This is an optimization exercise on Yosys and OpenROAD, whose aim is small area and a short achievable clock period, not a production implementation.
RTL that was checked went through simulation tests only; none was proved equivalent to the original.
The flow treats the clock pin as an ideal source, which a real chip does not have.

==> inputs of run a <==
==> flow/design.v (excerpt) <==
module prng (
    input logic [31:0] seed,
    output logic [31:0] rand_num,
    input logic clk,
    input logic rst
);
Settings: LEC_CHECK=0, CAP_MARGIN=20, CORE_MARGIN=2, CORE_UTILIZATION=50, CTS_BUF_LIST=sky130_fd_sc_hd__clkbuf_4 sky130_fd_sc_hd__clkbuf_8, HOLD_SLACK_MARGIN=0.1, SETUP_SLACK_MARGIN=3.0, SLEW_MARGIN=20, SYNTH_HIERARCHICAL=1; clock period 7.0 ns.
standard.sh (not shown) runs the stock make flow with config.mk's settings and CLKGATE_MAP_FILE= SYNTH_SCRIPT=/design/flow/synth_recipe.tcl, a recipe that flattens the netlist after the stock synthesis.
==> flow/flow/run.sh <==
#!/bin/bash
# Standard layout with two changes: the smallest buffer on each port, and
# useful clock skew between registers after clock tree synthesis (skew.tcl).
# Clock tree synthesis adds no dummy loads.
export BUFFER_PORTS_ARGS="-buffer_cell sky130_fd_sc_hd__buf_1"
export POST_CTS_TCL="$PWD/flow/skew.tcl"
export SKIP_CTS_REPAIR_TIMING=1
# clock tree: no dummy loads for balancing (the skew step sets the arrivals)
export CTS_ARGS="-sink_clustering_enable -repair_clock_nets -dont_use_dummy_load -buf_list {sky130_fd_sc_hd__clkbuf_4 sky130_fd_sc_hd__clkbuf_8}"
bash standard.sh > standard.log 2>&1
==> flow/flow/skew.py <==
#!/usr/bin/env python3
"""Plan a later clock arrival for registers (useful skew).

usage: skew.py PATHS PERIOD

PATHS holds lines "kind from to slack" as skew.tcl writes them. A delay D[r]
(>= 0) on register r's clock changes a register-to-register path s->e by
D[s] - D[e]. The plan finds the smallest period T such that:
  setup   (PERIOD - slack) + D[s] - D[e] <= T      for register pairs
  hold    slack + D[s] - D[e] >= HOLD_MARGIN
  output  (PERIOD - slack) + D[s] <= T            (the skew may only hurt)
  input   (PERIOD - slack) <= T                   (no gain from the skew)
  D[r] <= DMAX
and prints, for each register that needs a delay, a chain of delay cells.
"""
import sys

DMAX = 1.5
HOLD_MARGIN = 0.0
LEVEL_COST = 0.15
# cells and the delay each adds in front of one register's clock pin (ns)
CELLS = [
    ('sky130_fd_sc_hd__clkbuf_1', 0.09, 3.75),
    ('sky130_fd_sc_hd__dlygate4sd1_1', 0.20, 8.76),
    ('sky130_fd_sc_hd__clkdlybuf4s50_1', 0.46, 10.01),
]

path_file, period = sys.argv[1], float(sys.argv[2])
setup, hold, outp, inp, inhold = {}, {}, {}, {}, {}
regs = set()
for line in open(path_file):
    f = line.split()
    if len(f) != 4:
        continue
    kind, s, e, sl = f[0], f[1], f[2], float(f[3])
    if kind == 'max':
        setup[(s, e)] = min(setup.get((s, e), 1e9), sl)
        regs.update((s, e))
    elif kind == 'min':
        hold[(s, e)] = min(hold.get((s, e), 1e9), sl)
        regs.update((s, e))
    elif kind == 'outmax':
        outp[s] = min(outp.get(s, 1e9), sl)
        regs.add(s)
    elif kind == 'inmax':
        inp[e] = min(inp.get(e, 1e9), sl)
        regs.add(e)
    elif kind == 'inmin':
        inhold[e] = min(inhold.get(e, 1e9), sl)
        regs.add(e)
regs = sorted(regs)
idx = {r: i + 1 for i, r in enumerate(regs)}


def solve(T):
    # difference constraints x[b] >= x[a] + w as edges (a, b, w); longest path
    edges = []
    for r in regs:
        ub = DMAX
        if r in inhold:
            ub = min(ub, max(0.0, inhold[r] - HOLD_MARGIN))
        if r in outp:
            ub = min(ub, T - (period - outp[r]))
        if ub < 0:
            return None
        edges.append((0, idx[r], 0.0))
        edges.append((idx[r], 0, -ub))
    for (s, e), sl in setup.items():
        d = period - sl
        if s == e:
            if d > T:
                return None
            continue
        edges.append((idx[s], idx[e], d - T))
    for (s, e), sl in hold.items():
        if s == e:
            continue
        # D[e] - D[s] <= sl - margin
        edges.append((idx[e], idx[s], -max(0.0, sl - HOLD_MARGIN)))
    for e, sl in inp.items():
        if period - sl > T:
            return None
    n = len(regs) + 1
    x = [0.0] + [-1e18] * (n - 1)
    for it in range(n + 1):
        changed = False
        for a, b, w in edges:
            if x[a] > -1e17 and x[a] + w > x[b] + 1e-9:
                x[b] = x[a] + w
                changed = True
        if not changed:
            return {r: x[idx[r]] for r in regs}
        if x[0] > 1e-9:
            return None
    return None


t0 = max([period - sl for sl in setup.values()] + [period - sl for sl in inp.values()]
         + [period - sl for sl in outp.values()])
lo, hi = 0.0, t0
if solve(hi) is None:
    print(f'# no skew plan (T0 {t0:.3f})')
    sys.exit(0)
for _ in range(40):
    m = (lo + hi) / 2
    if solve(m) is None:
        lo = m
    else:
        hi = m
T = hi
D = solve(T)
print(f'# period without skew {t0:.3f}, with skew {T:.3f}')


CELL_D = {c[0]: c[1] for c in CELLS}


def chain(delta):
    # fewest-area chain of cells whose delay is closest to delta
    best = None
    for a in range(0, 4):
        for b in range(0, 4):
            for c in range(0, 4):
                if a + b + c == 0 or a + b + c > 4:
                    continue
                n = (a, b, c)
                d = sum(k * cell[1] for k, cell in zip(n, CELLS))
                area = sum(k * cell[2] for k, cell in zip(n, CELLS))
                cost = abs(d - delta) + 0.004 * area
                if best is None or cost < best[0]:
                    best = (cost, n)
    out = []
    for k, cell in zip(best[1], CELLS):
        out += [cell[0]] * k
    return out


# Shared delays: the registers are put on a few levels; level k is reached
# through a cascade of delay stages, each stage driving the registers of its
# level and the next stage.
need = sorted((D[r], r) for r in regs if D[r] >= 0.06)
if not need:
    sys.exit(0)
vals = [v for v, _ in need]


def levels_for(k):
    # 1-D k-means on the wanted delays
    cent = [vals[int((i + 0.5) * len(vals) / k)] for i in range(k)]
    for _ in range(50):
        groups = [[] for _ in cent]
        for v in vals:
            groups[min(range(k), key=lambda i: abs(v - cent[i]))].append(v)
        cent = [sum(g) / len(g) if g else c for g, c in zip(groups, cent)]
    err = sum(min(abs(v - c) for c in cent) for v in vals)
    return sorted(cent), err


best = None
for k in range(1, 7):
    cent, err = levels_for(k)
    cost = err + LEVEL_COST * k
    if best is None or cost < best[0]:
        best = (cost, cent)
cent = best[1]
prev = 0.0
real = 0.0
lev_of = {r: min(range(len(cent)), key=lambda i: abs(v - cent[i])) + 1 for v, r in need}
for k, c in enumerate(cent, 1):
    # each stage ends in a stronger buffer that drives its registers and the
    # next stage
    nload = sum(1 for r in lev_of if lev_of[r] == k) + (1 if k < len(cent) else 0)
    driver = ('sky130_fd_sc_hd__clkbuf_8', 0.12) if nload > 3 else ('sky130_fd_sc_hd__clkbuf_4', 0.12)
    rest = c - real - driver[1]
    cells = chain(rest) if rest > 0.05 else []
    cells.append(driver[0])
    real += sum(CELL_D.get(x, driver[1]) for x in cells)
    print('stage', k, f'{c:.3f}', ' '.join(cells))
for v, r in need:
    print('level', r, lev_of[r], f'{v:.3f}')
Other scripts of this flow, unchanged in this note and not shown: flow/flow/skew.tcl
==> run b: changes against run a <==
--- a/flow/design.v
+++ b/flow/design.v
@@ -147,15 +147,15 @@
     fa u64 (.a(xn[16]), .b(xn[18]), .c(x[20]), .s(s64), .co(c64));
     wire s65; wire c65;
     fa u65 (.a(c55), .b(c56), .c(s62), .s(s65), .co(c65));
     wire s66; wire c66;
     fa u66 (.a(s63), .b(c57), .c(s64), .s(s66), .co(c66));
     wire s67; wire c67;
-    fa u67 (.a(c58), .b(s65), .c(c59), .s(s67), .co(c67));
+    fa u67 (.a(c58), .b(s65), .c(s66), .s(s67), .co(c67));
     wire s68; wire c68;
-    fa u68 (.a(s66), .b(s67), .c(c60), .s(s68), .co(c68));
+    fa u68 (.a(c59), .b(s67), .c(c60), .s(s68), .co(c68));
     wire s69; wire c69;
     fa u69 (.a(x[14]), .b(x[9]), .c(x[7]), .s(s69), .co(c69));
     wire s70; wire c70;
     fa u70 (.a(xn[12]), .b(xn[4]), .c(x[2]), .s(s70), .co(c70));
     wire s71; wire c71;
     fa u71 (.a(xn[17]), .b(xn[19]), .c(x[21]), .s(s71), .co(c71));
@@ -188,31 +188,31 @@
     fa u84 (.a(xn[14]), .b(xn[6]), .c(xn[1]), .s(s84), .co(c84));
     wire s85; wire c85;
     fa u85 (.a(x[11]), .b(x[9]), .c(x[4]), .s(s85), .co(c85));
     wire s86; wire c86;
     fa u86 (.a(x[16]), .b(xn[19]), .c(xn[21]), .s(s86), .co(c86));
     wire s87; wire c87;
-    fa u87 (.a(c76), .b(c77), .c(s84), .s(s87), .co(c87));
+    fa u87 (.a(x[23]), .b(c76), .c(c77), .s(s87), .co(c87));
     wire s88; wire c88;
-    fa u88 (.a(s85), .b(x[23]), .c(c78), .s(s88), .co(c88));
+    fa u88 (.a(s84), .b(s85), .c(c78), .s(s88), .co(c88));
     wire s89; wire c89;
-    fa u89 (.a(c79), .b(s86), .c(c80), .s(s89), .co(c89));
+    fa u89 (.a(s86), .b(c79), .c(c80), .s(s89), .co(c89));
     wire s90; wire c90;
     fa u90 (.a(s87), .b(s88), .c(c81), .s(s90), .co(c90));
     wire s91; wire c91;
     fa u91 (.a(s89), .b(c82), .c(s90), .s(s91), .co(c91));
     wire s92; wire c92;
     fa u92 (.a(xn[15]), .b(xn[7]), .c(xn[2]), .s(s92), .co(c92));
     wire s93; wire c93;
     fa u93 (.a(x[12]), .b(x[10]), .c(x[5]), .s(s93), .co(c93));
     wire s94; wire c94;
-    fa u94 (.a(x[17]), .b(c84), .c(c85), .s(s94), .co(c94));
+    fa u94 (.a(x[17]), .b(xn[20]), .c(xn[22]), .s(s94), .co(c94));
     wire s95; wire c95;
-    fa u95 (.a(xn[20]), .b(xn[22]), .c(s92), .s(s95), .co(c95));
+    fa u95 (.a(c84), .b(c85), .c(x[24]), .s(s95), .co(c95));
     wire s96; wire c96;
-    fa u96 (.a(s93), .b(x[24]), .c(c86), .s(s96), .co(c96));
+    fa u96 (.a(s92), .b(s93), .c(c86), .s(s96), .co(c96));
     wire s97; wire c97;
     fa u97 (.a(c87), .b(s94), .c(s95), .s(s97), .co(c97));
     wire s98; wire c98;
     fa u98 (.a(c88), .b(s96), .c(c89), .s(s98), .co(c98));
     wire s99; wire c99;
     fa u99 (.a(s97), .b(c90), .c(s98), .s(s99), .co(c99));
@@ -220,15 +220,15 @@
     fa u100 (.a(x[13]), .b(x[11]), .c(x[6]), .s(s100), .co(c100));
     wire s101; wire c101;
     fa u101 (.a(xn[8]), .b(xn[3]), .c(x[0]), .s(s101), .co(c101));
     wire s102; wire c102;
     fa u102 (.a(xn[16]), .b(x[18]), .c(xn[21]), .s(s102), .co(c102));
     wire s103; wire c103;
-    fa u103 (.a(c92), .b(c93), .c(s100), .s(s103), .co(c103));
+    fa u103 (.a(xn[23]), .b(c92), .c(c93), .s(s103), .co(c103));
     wire s104; wire c104;
-    fa u104 (.a(s101), .b(xn[23]), .c(x[25]), .s(s104), .co(c104));
+    fa u104 (.a(x[25]), .b(s100), .c(s101), .s(s104), .co(c104));
     wire s105; wire c105;
     fa u105 (.a(c94), .b(s102), .c(c95), .s(s105), .co(c105));
     wire s106; wire c106;
     fa u106 (.a(s103), .b(s104), .c(c96), .s(s106), .co(c106));
     wire s107; wire c107;
     fa u107 (.a(c97), .b(s105), .c(s106), .s(s107), .co(c107));
@@ -236,53 +236,53 @@
     fa u108 (.a(c98), .b(s107), .c(c99), .s(s108), .co(c108));
     wire s109; wire c109;
     fa u109 (.a(x[14]), .b(x[12]), .c(x[7]), .s(s109), .co(c109));
     wire s110; wire c110;
     fa u110 (.a(xn[9]), .b(xn[4]), .c(x[1]), .s(s110), .co(c110));
     wire s111; wire c111;
-    fa u111 (.a(xn[17]), .b(c100), .c(c101), .s(s111), .co(c111));
+    fa u111 (.a(xn[17]), .b(x[19]), .c(xn[22]), .s(s111), .co(c111));
     wire s112; wire c112;
-    fa u112 (.a(x[19]), .b(s109), .c(s110), .s(s112), .co(c112));
+    fa u112 (.a(c100), .b(c101), .c(xn[24]), .s(s112), .co(c112));
     wire s113; wire c113;
-    fa u113 (.a(xn[22]), .b(xn[24]), .c(x[26]), .s(s113), .co(c113));
+    fa u113 (.a(s109), .b(s110), .c(x[26]), .s(s113), .co(c113));
     wire s114; wire c114;
     fa u114 (.a(c102), .b(c103), .c(s111), .s(s114), .co(c114));
     wire s115; wire c115;
-    fa u115 (.a(s112), .b(c104), .c(s113), .s(s115), .co(c115));
+    fa u115 (.a(c104), .b(s112), .c(s113), .s(s115), .co(c115));
     wire s116; wire c116;
-    fa u116 (.a(c105), .b(s114), .c(c106), .s(s116), .co(c116));
+    fa u116 (.a(c105), .b(s114), .c(s115), .s(s116), .co(c116));
     wire s117; wire c117;
-    fa u117 (.a(s115), .b(c107), .c(s116), .s(s117), .co(c117));
+    fa u117 (.a(c106), .b(s116), .c(c107), .s(s117), .co(c117));
     wire s118; wire c118;
     fa u118 (.a(x[15]), .b(x[13]), .c(x[8]), .s(s118), .co(c118));
     wire s119; wire c119;
     fa u119 (.a(xn[10]), .b(xn[5]), .c(x[2]), .s(s119), .co(c119));
     wire s120; wire c120;
-    fa u120 (.a(xn[18]), .b(c109), .c(c110), .s(s120), .co(c120));
+    fa u120 (.a(xn[18]), .b(x[20]), .c(xn[23]), .s(s120), .co(c120));
     wire s121; wire c121;
-    fa u121 (.a(x[20]), .b(s118), .c(s119), .s(s121), .co(c121));
+    fa u121 (.a(c109), .b(c110), .c(xn[25]), .s(s121), .co(c121));
     wire s122; wire c122;
-    fa u122 (.a(xn[23]), .b(xn[25]), .c(x[27]), .s(s122), .co(c122));
+    fa u122 (.a(s118), .b(s119), .c(x[27]), .s(s122), .co(c122));
     wire s123; wire c123;
     fa u123 (.a(c111), .b(c112), .c(s120), .s(s123), .co(c123));
     wire s124; wire c124;
-    fa u124 (.a(s121), .b(c113), .c(s122), .s(s124), .co(c124));
+    fa u124 (.a(c113), .b(s121), .c(s122), .s(s124), .co(c124));
     wire s125; wire c125;
     fa u125 (.a(c114), .b(s123), .c(c115), .s(s125), .co(c125));
     wire s126; wire c126;
     fa u126 (.a(s124), .b(c116), .c(s125), .s(s126), .co(c126));
     wire s127; wire c127;
     fa u127 (.a(x[14]), .b(x[9]), .c(x[3]), .s(s127), .co(c127));
     wire s128; wire c128;
     fa u128 (.a(xn[11]), .b(xn[6]), .c(x[16]), .s(s128), .co(c128));
     wire s129; wire c129;
     fa u129 (.a(xn[19]), .b(c118), .c(c119), .s(s129), .co(c129));
     wire s130; wire c130;
-    fa u130 (.a(x[21]), .b(s127), .c(s128), .s(s130), .co(c130));
+    fa u130 (.a(x[21]), .b(xn[24]), .c(s127), .s(s130), .co(c130));
     wire s131; wire c131;
-    fa u131 (.a(xn[24]), .b(xn[26]), .c(x[28]), .s(s131), .co(c131));
+    fa u131 (.a(xn[26]), .b(s128), .c(x[28]), .s(s131), .co(c131));
     wire s132; wire c132;
     fa u132 (.a(c120), .b(c121), .c(s129), .s(s132), .co(c132));
     wire s133; wire c133;
     fa u133 (.a(s130), .b(c122), .c(s131), .s(s133), .co(c133));
     wire s134; wire c134;
     fa u134 (.a(c123), .b(s132), .c(c124), .s(s134), .co(c134));
@@ -290,41 +290,41 @@
     fa u135 (.a(s133), .b(c125), .c(s134), .s(s135), .co(c135));
     wire s136; wire c136;
     fa u136 (.a(x[15]), .b(x[10]), .c(x[4]), .s(s136), .co(c136));
     wire s137; wire c137;
     fa u137 (.a(xn[12]), .b(xn[7]), .c(x[17]), .s(s137), .co(c137));
     wire s138; wire c138;
-    fa u138 (.a(xn[20]), .b(c127), .c(x[22]), .s(s138), .co(c138));
+    fa u138 (.a(xn[20]), .b(x[22]), .c(c127), .s(s138), .co(c138));
     wire s139; wire c139;
-    fa u139 (.a(c128), .b(s136), .c(s137), .s(s139), .co(c139));
+    fa u139 (.a(c128), .b(xn[25]), .c(s136), .s(s139), .co(c139));
     wire s140; wire c140;
-    fa u140 (.a(xn[25]), .b(xn[27]), .c(c129), .s(s140), .co(c140));
+    fa u140 (.a(s137), .b(xn[27]), .c(x[29]), .s(s140), .co(c140));
     wire s141; wire c141;
-    fa u141 (.a(x[29]), .b(s138), .c(c130), .s(s141), .co(c141));
+    fa u141 (.a(c129), .b(c130), .c(s138), .s(s141), .co(c141));
     wire s142; wire c142;
-    fa u142 (.a(s139), .b(c131), .c(c132), .s(s142), .co(c142));
+    fa u142 (.a(s139), .b(c131), .c(s140), .s(s142), .co(c142));
     wire s143; wire c143;
-    fa u143 (.a(s140), .b(s141), .c(c133), .s(s143), .co(c143));
+    fa u143 (.a(c132), .b(s141), .c(c133), .s(s143), .co(c143));
     wire s144; wire c144;
     fa u144 (.a(s142), .b(c134), .c(s143), .s(s144), .co(c144));
     wire s145;
     assign s145 = x[11] ^ x[5] ^ x[0];
     wire s146;
-    assign s146 = xn[13] ^ xn[8] ^ x[16];
+    assign s146 = x[13] ^ x[8] ^ xn[16];
     wire s147;
-    assign s147 = x[18] ^ xn[21] ^ c136;
+    assign s147 = x[18] ^ xn[21] ^ x[23];
     wire s148;
-    assign s148 = s145 ^ x[23] ^ c137;
+    assign s148 = c136 ^ s145 ^ c137;
     wire s149;
-    assign s149 = s146 ^ xn[26] ^ xn[28];
+    assign s149 = x[26] ^ s146 ^ x[28];
     wire s150;
-    assign s150 = c138 ^ s147 ^ x[30];
+    assign s150 = x[30] ^ c138 ^ s147;
     wire s151;
     assign s151 = c139 ^ s148 ^ c140;
     wire s152;
-    assign s152 = s149 ^ c141 ^ s150;
+    assign s152 = ~s149 ^ c141 ^ s150;
     wire s153;
     assign s153 = s151 ^ c142 ^ s152;
     wire s154;
     assign s154 = c143 ^ s153 ^ c144;
     wire [30:0] ra, rb;
     assign ra[0] = x[0];
@@ -487,24 +487,24 @@
     wire pp60 = p0[27] & p0[26];
     wire gg61 = gg60 | (pp60 & g0[25]);
     wire pp61 = pp60 & p0[25];
     wire gg62 = gg61 | (pp61 & gg55);
     wire gg63 = g0[28] | (p0[28] & g0[27]);
     wire pp63 = p0[28] & p0[27];
-    wire gg64 = gg63 | (pp63 & gg58);
-    wire pp64 = pp63 & pp58;
-    wire gg65 = gg64 | (pp64 & gg55);
-    wire gg66 = g0[29] | (p0[29] & g0[28]);
-    wire pp66 = p0[29] & p0[28];
-    wire gg67 = gg66 | (pp66 & gg60);
-    wire pp67 = pp66 & pp60;
-    wire gg68 = gg67 | (pp67 & gg57);
-    wire gg69 = g0[29] | (p0[29] & gg63);
-    wire pp69 = p0[29] & pp63;
-    wire gg70 = g0[30] | (p0[30] & gg69);
-    wire pp70 = p0[30] & pp69;
+    wire gg64 = gg63 | (pp63 & g0[26]);
+    wire pp64 = pp63 & p0[26];
+    wire gg65 = gg64 | (pp64 & g0[25]);
+    wire pp65 = pp64 & p0[25];
+    wire gg66 = gg65 | (pp65 & gg55);
+    wire gg67 = g0[29] | (p0[29] & gg63);
+    wire pp67 = p0[29] & pp63;
+    wire gg68 = gg67 | (pp67 & gg58);
+    wire pp68 = pp67 & pp58;
+    wire gg69 = gg68 | (pp68 & gg55);
+    wire gg70 = g0[30] | (p0[30] & gg67);
+    wire pp70 = p0[30] & pp67;
     wire gg71 = gg70 | (pp70 & gg59);
     assign nxt[0] = p0[0];
     assign nxt[1] = p0[1] ^ g0[0];
     assign nxt[2] = p0[2] ^ gg1;
     assign nxt[3] = p0[3] ^ gg2;
     assign nxt[4] = p0[4] ^ gg4;
@@ -529,14 +529,14 @@
     assign nxt[23] = p0[23] ^ gg49;
     assign nxt[24] = p0[24] ^ gg52;
     assign nxt[25] = p0[25] ^ gg55;
     assign nxt[26] = p0[26] ^ gg57;
     assign nxt[27] = p0[27] ^ gg59;
     assign nxt[28] = p0[28] ^ gg62;
-    assign nxt[29] = p0[29] ^ gg65;
-    assign nxt[30] = p0[30] ^ gg68;
+    assign nxt[29] = p0[29] ^ gg66;
+    assign nxt[30] = p0[30] ^ gg69;
     always_ff @(posedge clk) begin
         if (rst) begin
             state <= seed;
         end else begin
             state <= {1'b0, nxt};
         end
--- a/flow/config.mk
+++ b/flow/config.mk
@@ -7,9 +7,9 @@
 export LEC_CHECK = 0
 export CAP_MARGIN = 20
 export CORE_MARGIN = 2
 export CORE_UTILIZATION = 50
 export CTS_BUF_LIST = sky130_fd_sc_hd__clkbuf_4 sky130_fd_sc_hd__clkbuf_8
 export HOLD_SLACK_MARGIN = 0.1
-export SETUP_SLACK_MARGIN = 3.0
+export SETUP_SLACK_MARGIN = 3.3
 export SLEW_MARGIN = 20
 export SYNTH_HIERARCHICAL = 1
==> run c: changes against run a <==
--- a/flow/flow/skew.py
+++ b/flow/flow/skew.py
@@ -14,13 +14,13 @@
 and prints, for each register that needs a delay, a chain of delay cells.
 """
 import sys
 
 DMAX = 1.5
 HOLD_MARGIN = 0.0
-LEVEL_COST = 0.15
+LEVEL_COST = 0.3
 # cells and the delay each adds in front of one register's clock pin (ns)
 CELLS = [
     ('sky130_fd_sc_hd__clkbuf_1', 0.09, 3.75),
     ('sky130_fd_sc_hd__dlygate4sd1_1', 0.20, 8.76),
     ('sky130_fd_sc_hd__clkdlybuf4s50_1', 0.46, 10.01),
 ]
--- a/flow/config.mk
+++ b/flow/config.mk
@@ -7,9 +7,9 @@
 export LEC_CHECK = 0
 export CAP_MARGIN = 20
 export CORE_MARGIN = 2
 export CORE_UTILIZATION = 50
 export CTS_BUF_LIST = sky130_fd_sc_hd__clkbuf_4 sky130_fd_sc_hd__clkbuf_8
 export HOLD_SLACK_MARGIN = 0.1
-export SETUP_SLACK_MARGIN = 3.0
+export SETUP_SLACK_MARGIN = 3.3
 export SLEW_MARGIN = 20
 export SYNTH_HIERARCHICAL = 1
==> run d: changes against run a <==
==> flow/flow/run.sh (replaced) <==
#!/bin/bash
# Standard layout with two changes: the smallest buffer on each port, and
# useful clock skew between registers after clock tree synthesis (skew.tcl).
export BUFFER_PORTS_ARGS="-buffer_cell sky130_fd_sc_hd__buf_1"
export POST_CTS_TCL="$PWD/flow/skew.tcl"
export SKIP_CTS_REPAIR_TIMING=1
bash standard.sh > standard.log 2>&1
--- a/flow/flow/skew.py
+++ b/flow/flow/skew.py
@@ -12,14 +12,14 @@
   input   (PERIOD - slack) <= T                   (no gain from the skew)
   D[r] <= DMAX
 and prints, for each register that needs a delay, a chain of delay cells.
 """
 import sys
 
-DMAX = 1.5
-HOLD_MARGIN = 0.0
+DMAX = 1.2
+HOLD_MARGIN = 0.3
 LEVEL_COST = 0.15
 # cells and the delay each adds in front of one register's clock pin (ns)
 CELLS = [
     ('sky130_fd_sc_hd__clkbuf_1', 0.09, 3.75),
     ('sky130_fd_sc_hd__dlygate4sd1_1', 0.20, 8.76),
     ('sky130_fd_sc_hd__clkdlybuf4s50_1', 0.46, 10.01),
--- a/flow/config.mk
+++ b/flow/config.mk
@@ -6,10 +6,11 @@
 export NUM_CORES = 4
 export LEC_CHECK = 0
 export CAP_MARGIN = 20
 export CORE_MARGIN = 2
 export CORE_UTILIZATION = 50
 export CTS_BUF_LIST = sky130_fd_sc_hd__clkbuf_4 sky130_fd_sc_hd__clkbuf_8
-export HOLD_SLACK_MARGIN = 0.1
+export CTS_CLUSTER_DIAMETER = 80
+export CTS_CLUSTER_SIZE = 30
 export SETUP_SLACK_MARGIN = 3.0
 export SLEW_MARGIN = 20
 export SYNTH_HIERARCHICAL = 1
==> run notes <==
Run c finished clean. Run a finished clean. Run b ran to the end with no violations. Run d completed without violations.
Against run b, the wire length of run c is smaller by about 7%.
Global-route usage, lowest first: run c, run a, run d, run b.
Final cell count: run a < run d < run c < run b.
Against run b, the clock skew of run c is lower by 0.078 ns.
In die area, run d and run c do not differ.
The RTL of run b was laid out without a check of its function.

## afterwards: timing with drivers on the ports
No port has a modelled driver above. Below, the same layouts with a new extraction and two added sets of constraints. Step 1, drivers: a clkbuf_16 drives clk and a buf_2 each remaining input, both assumed. Step 2, shift: input delay + t, output delay - t, t = (earliest + latest rising clock arrival at the registers) / 2. This alone moves slack from input paths to output paths. Three values: ideal ports, drivers, drivers and shift; two values: the first two.
run | shift t [ns] | setup WS [ns] | worst hold slack (ns) | clock arrival spread, ns
run a | 1.039 | 3.176 / 3.176 / 3.176 | 0.115 / 0.115 / 0.115 | 1.341 / 1.341
run b | 1.086 | 3.415 / 3.415 / 3.415 | 0.091 / 0.091 / 0.091 | 1.413 / 1.412
run c | 1.043 | 3.438 / 3.438 / 3.438 | 0.117 / 0.117 / 0.117 | 1.324 / 1.325
run d | 0.932 | 3.228 / 3.228 / 3.228 | 0.155 / 0.146 / 0.158 | 1.099 / 1.099
Clock arrivals are far apart in every run listed, so t is only a midpoint there and step 2 fits no single register.
